This is an optimization exercise on Yosys and OpenROAD, whose aim is small area, not a production implementation.
Only simulation tests tie the RTL to the original design; equivalence was not proved.
Power and IR drop assume default switching activity.

## flow/config.mk

```make
export PLATFORM = sky130hd
export DESIGN_NAME = vga_game_top
export DESIGN_NICKNAME = vga_game_top
export VERILOG_FILES = /design/flow/design.v
export SDC_FILE = /design/flow/constraint.sdc
export NUM_CORES = 4
export LEC_CHECK = 0
export CAP_MARGIN = 20
export CORE_MARGIN = 2
export CORE_UTILIZATION = 40
export SLEW_MARGIN = 20
```

## flow/constraint.sdc

```tcl
create_clock -name core_clock -period 20.0 [get_ports {clk}]
set_input_delay 4.0000 -clock core_clock [delete_from_list [all_inputs] [get_ports {clk}]]
set_output_delay 4.0000 -clock core_clock [all_outputs]
set_load 0.01 [all_outputs]
```

## flow/design.v

```verilog
module vga_timing(
    input             clk_50m,
    input             rst_n,
    output            hsync,
    output            vsync,
    output            valid,
    output reg [10:0] xpos,
    output reg [9:0]  ypos
);
wire x_end = xpos[10] & xpos[6] & xpos[4] & xpos[3] & xpos[1];    
wire y_inc = (xpos == 11'd823);                                    
wire y_end = ypos[9] & ypos[7] & ypos[4] & ypos[3] & ypos[0];     
always @(posedge clk_50m or negedge rst_n) begin
    if(!rst_n) xpos <= 11'd823;
    else if(x_end) xpos <= 11'd0;
    else xpos <= xpos + 11'd1;
end
always @(posedge clk_50m or negedge rst_n) begin
    if(!rst_n) ypos <= 10'd636;
    else if(y_inc) begin
        if(y_end) ypos <= 10'd0;
        else ypos <= ypos + 10'd1;
    end
end
assign hsync = !((xpos >= 11'd824) && (xpos <= 11'd951));
assign vsync = !((ypos >= 10'd637) && (ypos <= 10'd642));
assign valid = (xpos < 11'd800) && (ypos < 10'd600);
endmodule
module game_ctrl(
    input             clk_50m,
    input             rst_n,
    input      [10:0] xpos,
    input      [9:0]  ypos,
    input             valid,
    input      [1:0]  key,      
    output reg [2:0]  hi,       
    output reg        lo,       
    output reg [7:0]  score
);
reg [7:0] spd;
wire move_en = spd[7] & spd[6] & spd[5] & spd[4] & spd[3] & spd[0];
always @(posedge clk_50m or negedge rst_n) begin
    if(!rst_n) spd <= 8'd0;
    else if(move_en) spd <= 8'd0;
    else spd <= spd + 8'd1;
end
reg [15:0] lfsr;
wire feedback = lfsr[15] ^ lfsr[13] ^ lfsr[12] ^ lfsr[10];
always @(posedge clk_50m or negedge rst_n) begin
    if(!rst_n) lfsr <= 16'hACE1;
    else lfsr <= {lfsr[14:0], feedback};
end
reg [7:0] bd;
always @(posedge clk_50m or negedge rst_n) begin
    if(!rst_n) bd <= 8'd90;
    else if(move_en) begin
        if(key == 2'b01) begin
            if(bd != 8'd1) bd <= bd - 8'd1;
        end
        else if(key == 2'b10) begin
            if(bd < 8'd179) bd <= bd + 8'd1;
        end
    end
end
reg [8:0] bx, by;
reg dir_x, dir_y;
wire fall  = by[8] & by[5] & by[3] & by[1];               
wire pad_y = (by >= 9'd288) && (by <= 9'd293);
wire [9:0] bd2 = {1'b0, bd, 1'b0};
wire pad_x = (bd != 8'd1) && ({1'b0, bx} >= bd2 - 10'd2) && ({1'b0, bx} <= bd2 + 10'd42);
always @(posedge clk_50m or negedge rst_n) begin
    if(!rst_n) begin
        bx <= 9'd200; by <= 9'd150;
        dir_x <= 1'b1; dir_y <= 1'b1;
    end
    else if(move_en) begin
        if(fall) begin
            bx <= 9'd200; by <= 9'd150;
            dir_x <= 1'b1; dir_y <= 1'b1;
        end
        else begin
            bx <= dir_x ? bx + 9'd1 : bx - 9'd1;
            by <= dir_y ? by + 9'd1 : by - 9'd1;
            if(bx <= 9'd3) dir_x <= 1'b1;
            else if(bx >= 9'd397) dir_x <= 1'b0;
            if(pad_y && pad_x) dir_y <= 1'b0;
            else if(by <= 9'd3) dir_y <= 1'b1;
        end
    end
end
reg        p_init;      
reg [15:0] pl;          
reg [2:0]  pv;          
wire signed [11:0] BX = {2'b00, bx, 1'b0};
wire signed [11:0] BY = {2'b00, by, 1'b0};
wire signed [11:0] L0 = {2'b00, pl[9:0]};
wire signed [11:0] L1 = {2'b00, pl[15:6]};
wire signed [11:0] L2 = {4'b0000, pl[7:0]};
wire signed [11:0] M0 = {6'b000000, pl[5:0]};
wire signed [11:0] M1 = {6'b000000, pl[11:6]};
wire signed [11:0] M2 = {6'b000000, pl[13:8]};
wire ge0 = pl[9:0] >= 10'd700;      
wire lt1 = pl[15:6] < 10'd500;      
wire signed [11:0] ex0 = BX - L0, ex1 = BX - L1, ex2 = BX - L2;
wire signed [11:0] ey0 = BY - M0, ey1 = BY - M1, ey2 = BY - M2;
wire cx0 = p_init ? (bx >= 9'd98 && bx <= 9'd112) :
           ge0 ? (ex0 >= -12'sd655 && ex0 <= -12'sd625) : (ex0 >= 12'sd45 && ex0 <= 12'sd75);
wire cx1 = p_init ? (bx >= 9'd198 && bx <= 9'd212) :
           lt1 ? (ex1 >= 12'sd245 && ex1 <= 12'sd275) : (ex1 >= -12'sd455 && ex1 <= -12'sd425);
wire cx2 = p_init ? (bx >= 9'd298 && bx <= 9'd312) : (ex2 >= 12'sd445 && ex2 <= 12'sd475);
wire cyi = (by >= 9'd48 && by <= 9'd62);
wire cy0 = p_init ? cyi : (ey0 >= 12'sd45 && ey0 <= 12'sd75);
wire cy1 = p_init ? cyi : (ey1 >= 12'sd65 && ey1 <= 12'sd95);
wire cy2 = p_init ? cyi : (ey2 >= 12'sd85 && ey2 <= 12'sd115);
wire [2:0] hit = pv & {cx2 & cy2, cx1 & cy1, cx0 & cy0};
always @(posedge clk_50m or negedge rst_n) begin
    if(!rst_n) begin
        score <= 8'd0;
        pv <= 3'b111;
        p_init <= 1'b1;
    end
    else if((move_en && fall) || pv == 3'b000) begin
        if(move_en && fall) score <= 8'd0;
        pv <= 3'b111;
        p_init <= 1'b0;
    end
    else begin
        pv <= pv & ~hit;
        if(|hit) score <= score + 8'd1;
    end
end
always @(posedge clk_50m) begin
    if((move_en && fall) || pv == 3'b000) pl <= lfsr;
end
wire signed [11:0] X = {2'b00, xpos[9:0]};    
wire signed [11:0] Y = {2'b00, ypos};
wire border = (X < 12'sd5) || (X >= 12'sd795) || (Y < 12'sd5) || (Y >= 12'sd595);
wire [9:0] u = xpos[9:0] - 10'd680;
wire led_area = (Y >= 12'sd20) && (Y < 12'sd32) && (X >= 12'sd680) && (u[3:2] != 2'b11);
wire led_on = score[~u[6:4]];
wire signed [11:0] dbx = X - {2'b00, bd, 2'b00};
wire in_board = (Y >= 12'sd580) && (Y <= 12'sd590) && (dbx >= 12'sd0) && (dbx <= 12'sd80);
wire signed [11:0] ddx = X - BX, ddy = Y - BY;
wire near_x = (ddx >= -12'sd5) && (ddx <= 12'sd5);
wire near_y = (ddy >= -12'sd5) && (ddy <= 12'sd5);
wire [2:0] ax = ddx[11] ? 3'd0 - ddx[2:0] : ddx[2:0];
wire [2:0] ay = ddy[11] ? 3'd0 - ddy[2:0] : ddy[2:0];
wire [5:0] r2 = ax * ax + ay * ay;
wire in_ball = near_x && near_y && (r2 <= 6'd25);
wire signed [11:0] fx0 = X - L0, fx1 = X - L1, fx2 = X - L2;
wire signed [11:0] fy0 = Y - M0, fy1 = Y - M1, fy2 = Y - M2;
wire qx0 = p_init ? (X >= 12'sd200 && X <= 12'sd220) :
           ge0 ? (fx0 >= -12'sd650 && fx0 <= -12'sd630) : (fx0 >= 12'sd50 && fx0 <= 12'sd70);
wire qx1 = p_init ? (X >= 12'sd400 && X <= 12'sd420) :
           lt1 ? (fx1 >= 12'sd250 && fx1 <= 12'sd270) : (fx1 >= -12'sd450 && fx1 <= -12'sd430);
wire qx2 = p_init ? (X >= 12'sd600 && X <= 12'sd620) : (fx2 >= 12'sd450 && fx2 <= 12'sd470);
wire qyi = (Y >= 12'sd100 && Y <= 12'sd120);
wire qy0 = p_init ? qyi : (fy0 >= 12'sd50 && fy0 <= 12'sd70);
wire qy1 = p_init ? qyi : (fy1 >= 12'sd70 && fy1 <= 12'sd90);
wire qy2 = p_init ? qyi : (fy2 >= 12'sd90 && fy2 <= 12'sd110);
wire in_point = |(pv & {qx2 & qy2, qx1 & qy1, qx0 & qy0});
always @(posedge clk_50m or negedge rst_n) begin
    if(!rst_n) begin
        hi <= 3'b000; lo <= 1'b0;
    end
    else if(!valid) begin
        hi <= 3'b000; lo <= 1'b0;
    end
    else if(border) begin
        hi <= 3'b111; lo <= 1'b0;
    end
    else if(led_area) begin
        hi <= led_on ? 3'b111 : 3'b000; lo <= !led_on;
    end
    else if(in_board) begin
        hi <= 3'b001; lo <= 1'b0;
    end
    else if(in_ball) begin
        hi <= 3'b100; lo <= 1'b0;
    end
    else if(in_point) begin
        hi <= 3'b010; lo <= 1'b0;
    end
    else begin
        hi <= 3'b000; lo <= 1'b0;
    end
end
endmodule
module vga_game_top(
    input         clk,         
    input         rst_n,       
    input         BTNL,        
    input         BTNR,        
    output        VGA_HS,      
    output        VGA_VS,      
    output [3:0]  VGA_R,       
    output [3:0]  VGA_G,       
    output [3:0]  VGA_B,       
    output [7:0]  LED          
);
wire [1:0] key = {BTNR, BTNL};  
wire [10:0] xpos;
wire [9:0]  ypos;
wire        valid;
wire [2:0]  hi;    
wire        lo;    
wire [7:0]  score;
assign VGA_R = {hi[2], hi[2], hi[2] | lo, hi[2] | lo};
assign VGA_G = {hi[1], hi[1], hi[1] | lo, hi[1] | lo};
assign VGA_B = {hi[0], hi[0], hi[0] | lo, hi[0] | lo};
assign LED = score;
vga_timing u_vga_timing(
    .clk_50m(clk),
    .rst_n(rst_n),
    .hsync(VGA_HS),
    .vsync(VGA_VS),
    .valid(valid),
    .xpos(xpos),
    .ypos(ypos)
);
game_ctrl u_game_ctrl(
    .clk_50m(clk),
    .rst_n(rst_n),
    .xpos(xpos),
    .ypos(ypos),
    .valid(valid),
    .key(key),
    .hi(hi),
    .lo(lo),
    .score(score)
);
endmodule
```

## flow/run.sh

```bash
#!/bin/bash
# synth_recipe.tcl (not shown) runs the flow's synth.tcl, then flattens the netlist and writes it again
# the make line also repeats each setting of config.mk as NAME=value (left out here)
make -C /OpenROAD-flow-scripts/flow DESIGN_CONFIG=/design/flow/config.mk WORK_HOME=/design/flow/orfs CLKGATE_MAP_FILE= SYNTH_SCRIPT=/design/flow/synth_recipe.tcl finish
```

==> run summary <==
-- layout make-up --
cell class	instances	area (um^2)	area share (%)
clock buffers	9	225	1.75
multi-input cells	1195	8640	67.2
clock inverters	7	119	0.925
well taps	390	488	3.80
inverters	94	353	2.74
flip-flops and latches	105	2760	21.4
repair buffers	29	278	2.16
-- flip-flops by register name, indices dropped and copies added, names as in the netlist --
signal	count
u_game_ctrl.dir_x	1
u_vga_timing.ypos	10
u_game_ctrl.spd	8
u_game_ctrl.bx	9
u_game_ctrl.lo	1
u_game_ctrl.pv	3
u_game_ctrl.dir_y	1
u_game_ctrl.bd	8
u_game_ctrl.p_init	1
u_game_ctrl.lfsr	16
u_game_ctrl.pl	16
u_game_ctrl.hi	3
u_game_ctrl.score	8
u_game_ctrl.by	9
u_vga_timing.xpos	11
-- power by group through the flow --
stage | combinational (mW) | clock, mW | sequential, mW
finish | 0.00527 | 0.210 | 0.216
global route | 0.00626 | 0.222 | 0.216
CTS | 0.00560 | 0.215 | 0.216
detailed placement | 0.00561 | 0 | 0.220
global placement | 0.00553 | 0 | 0.220
floorplan | 0.000698 | 0 | 0.221
-- cell usage in the layout, fill, tap and decap left out, drive strengths merged, types with 13 or more instances in the layout --
| master | synthesis | final |
|---|---|---|
| or3 | 17 | 17 |
| nand3 | 38 | 38 |
| inv | 93 | 96 |
| a21oi | 102 | 102 |
| and3 | 17 | 17 |
| xor2 | 29 | 29 |
| clkdlybuf4s50 | 0 | 24 |
| nand2b | 15 | 15 |
| a21o | 32 | 32 |
| a211oi | 16 | 16 |
| o31ai | 24 | 24 |
| nor2b | 27 | 27 |
| ha | 153 | 153 |
| o21bai | 14 | 14 |
| o211ai | 13 | 13 |
| or2 | 13 | 13 |
| o21a | 38 | 38 |
| nor4 | 19 | 19 |
| nor3 | 52 | 52 |
| xnor2 | 66 | 66 |
| o21ai | 90 | 90 |
| a31oi | 15 | 15 |
| dfstp | 38 | 38 |
| nand2 | 76 | 76 |
| edfxtp | 16 | 16 |
| dfrtp | 51 | 51 |
| nor2 | 124 | 124 |
| nand4 | 18 | 18 |
| mux2i | 18 | 18 |
-- per-stage QoR --
step,cell area [um^2],worst slack [ns],utilization (%),hold slack (ns)
6_report,12900,13.45,43.6,0.371
5_1_grt,12900,13.30,43.6,0.379
4_1_cts,12900,13.43,43.6,0.370
3_5_place_dp,12500,13.87,42.4,0.358
3_3_place_gp,12500,13.88,42.4,0.358
2_1_floorplan,11900,14.53,-,0.349
-- cells by family (layout without fill, tap and decap cells) --
group,count (synthesis),after routing
xor gates and xnor gates,95,95
buffers and inverters,133,139
and+or+nand+nor,466,466
muxes,22,22
adders and majority gates,164,164
DFF,105,105
AOI/OAI and AO/OA,448,448
-- routing by layer --
metal / routed length (um) / track usage [%]
met4: 1190 / 8.61
met2: 15800 / 36.1
met1: 16300 / 32.2
met3: 1870 / 2.69
met5: 0 / 0
-- path summary, 6_finish.rpt --
path,cells after the start,startpoint,endpoint,slack [ns]
min reg2reg,0,u_game_ctrl.lfsr[5],u_game_ctrl.lfsr[6],0.37
min in group asynchronous,1,rst_n,u_game_ctrl.bd[0],3.59
max reg2reg,19,u_game_ctrl.bx[1],u_game_ctrl.hi[2],14.65
min,0,u_game_ctrl.lfsr[5],u_game_ctrl.lfsr[6],0.37
max in group asynchronous,2,rst_n,u_game_ctrl.lfsr[9],15.28
max,7,u_vga_timing.ypos[0],VGA_VS,13.45
==> summary.md <==
| Metric | Value |
|---|---|
| CTS resizes | 0 |
| Worst Max-Slew Pin Slew | 1.01 ns |
| Die Wd | 177 um |
| # fillers | 2967 |
| Critical-path maximum fanout | 11 |
| First-pass iteration count of the detailed router | 6 |
| Compound-gate portion of the synthesized area | 25.2% |
| Fin. Hold Viols | 0 |
| Slowest CP cell | clkdlybuf4s50_1 |
| Vias | 10971 |
| Skew-Pair Late Insertion Delay | 0.37 ns |
| # setup viols final | 0 |
| CP top delay family | buffers and inverters |
| Max VDD drop | 0.0435 mV |
| DP HPWL | 27400 um |
| CTS H-tree depth | 3 |
| Outcome | finished clean |
| CP most frequent cell | inv_1 |
| Die ar. | 31200 um^2 |
| Most area-hungry cell type in the Yosys netlist | ha_1 |
| Ys async rst share | 84.8% |
| Root Buffer Master | clkbuf_16 |
| Sinks on Clock Net | 105 |
| Worst-path cell chain | inv_1, ha_1, inv_1, o21ai_0, nor2_1, a21oi_1, clkdlybuf4s50_1 |
| Cell Area, Synth | 11900 um^2 |
| I/O Pins | 26 |
| Arrival @ worst endpoint | 2.55 ns |
| Commonest cells post-synth | ha_1, nor2_1, a21oi_1, inv_1, o21ai_0 |
| Avg Cell Area, Syn | 8.31 um^2 |
| Max clock buf depth | 2 |
| CP startpoint kind | flop |
| Hold_buf cts | 0 |
| Distinct cells, synth | 86 |
| Ant diodes | 0 |
| Seq/Total Area, Yosys | 23.1% |
| Seq pwr share | 50.2% |
| Most frequent cell after synthesis | ha_1 |
| Final nets | 1602 |
| Final Cycle Share | 32.8% |
| Simple-gate share of the synthesized area | 20.2% |
| Placed Instances | 1813 |
| Initial antenna violation count | 0 |
| Data required, critical path | 16.00 ns |
| Postcts setup bufs | 0 |
| WL final | 35200 um |
| Synth top area share | 16.1% |
| Port bufs | 25 |
| CP peak stage delay | 0.57 ns |
| Hold Path Class | reg2reg |
| Core Rows | 63 |
| Routed len/inst | 19.3 um |
| Vias per Instance | 6.00 |
| Yosys warnings | 2 |
| Post-Synthesis Cells | 1433 |
| Max-slew violations | 0 |
| Post-layout power | 0.432 mW |
| Synth Register Bits | 105 |
| Largest family of logic cells by synthesized area | compound AO/OA/AOI/OAI gates |
| Overflow after GRT | 0 |
| Post-synthesis mux area share | 2.08% |
| Syn-to-layout area delta | 7.92% |
| Adder-cell share of the synthesized area | 17.9% |
| Post-Layout Cell Count | 1829 |
| Largest net degree at the start of global routing | 54 |
| P_int | 0.331 mW |
| Register clock-pin slew on the reported worst setup and hold paths | 0.09 ns |
| Slew margin rel. | 32.4% |
| Clock skew | 0.0179 ns |
| DRC violations left | 0 |
| Max Freq | 0.153 GHz |
| Top FF cell, synth | dfrtp_1 |
| RSZ-0062 raised after global routing | false |
| PwrDens | 33.6 nW/um^2 |
| Critical Path End Type | output port |
| Clock power frac | 48.6% |
| Starting Density | 40.4% |
| Final ANT Viol Nets | 0 |
| CP Buf/Inv Count | 3 |
| Net Sw Frac | 23.2% |
| First-pass GRT wire length | 56200 um |
| Critical path class | reg2out |
| DR iter-0 viols | 805 |
| Placer congestion estimate | 0.953 |
| Switching power | 0.100 mW |
| CTS tree | done |
| Total Routing Usage GR | 22.9% |
| Synth area leaders | ha_1, dfrtp_1, dfstp_2 |
| TritonCTS buffer count | 9 |
| Max Cap Viol | 0 |
| Core area | 29500 um^2 |
| Die Y | 177 um |
| Logic pwr share | 1.2% |
| Post-synth EDFFs | 16 |
| Fin Setup TNS | 0 ns |
| Share of layout cells above drive strength 1 | 6.67% |
| Xor and xnor area share after synthesis | 6.99% |
| LEAKAGE | 5.79 nW |
| Syn_nets | 1601 |
| Crit path time final | 6.55 ns |
| Vias in the first global route | 10157 |

==> port drivers added, routing unchanged <==
How much do the figures lean on ideal ports? The routed layout below was timed once more, with nothing changed but the port constraints. Step 1 assumes that a clkbuf_16 drives the clock port and a buf_2 every other input. Step 2 moves the port delays by t, midway between the first and last clock arrival at a register: inputs arrive t later, outputs are due t later. That takes back most of the time a late clock gives input paths. Three values: ideal ports, drivers, drivers and shift; two values: the first two.
t, ns: 0.416
setup slack, ns: 13.450 / 13.399 / 13.815
worst hold slack (ns): 0.371 / 0.371 / 0.371
slew at the worst register clock pin (ns): 0.09 / 0.09
cell pins on the clock port's net: 1
After both steps this run still meets setup and hold. For this run, drivers alone change the setup slack by -0.051 ns; drivers and shift together by +0.365 ns.
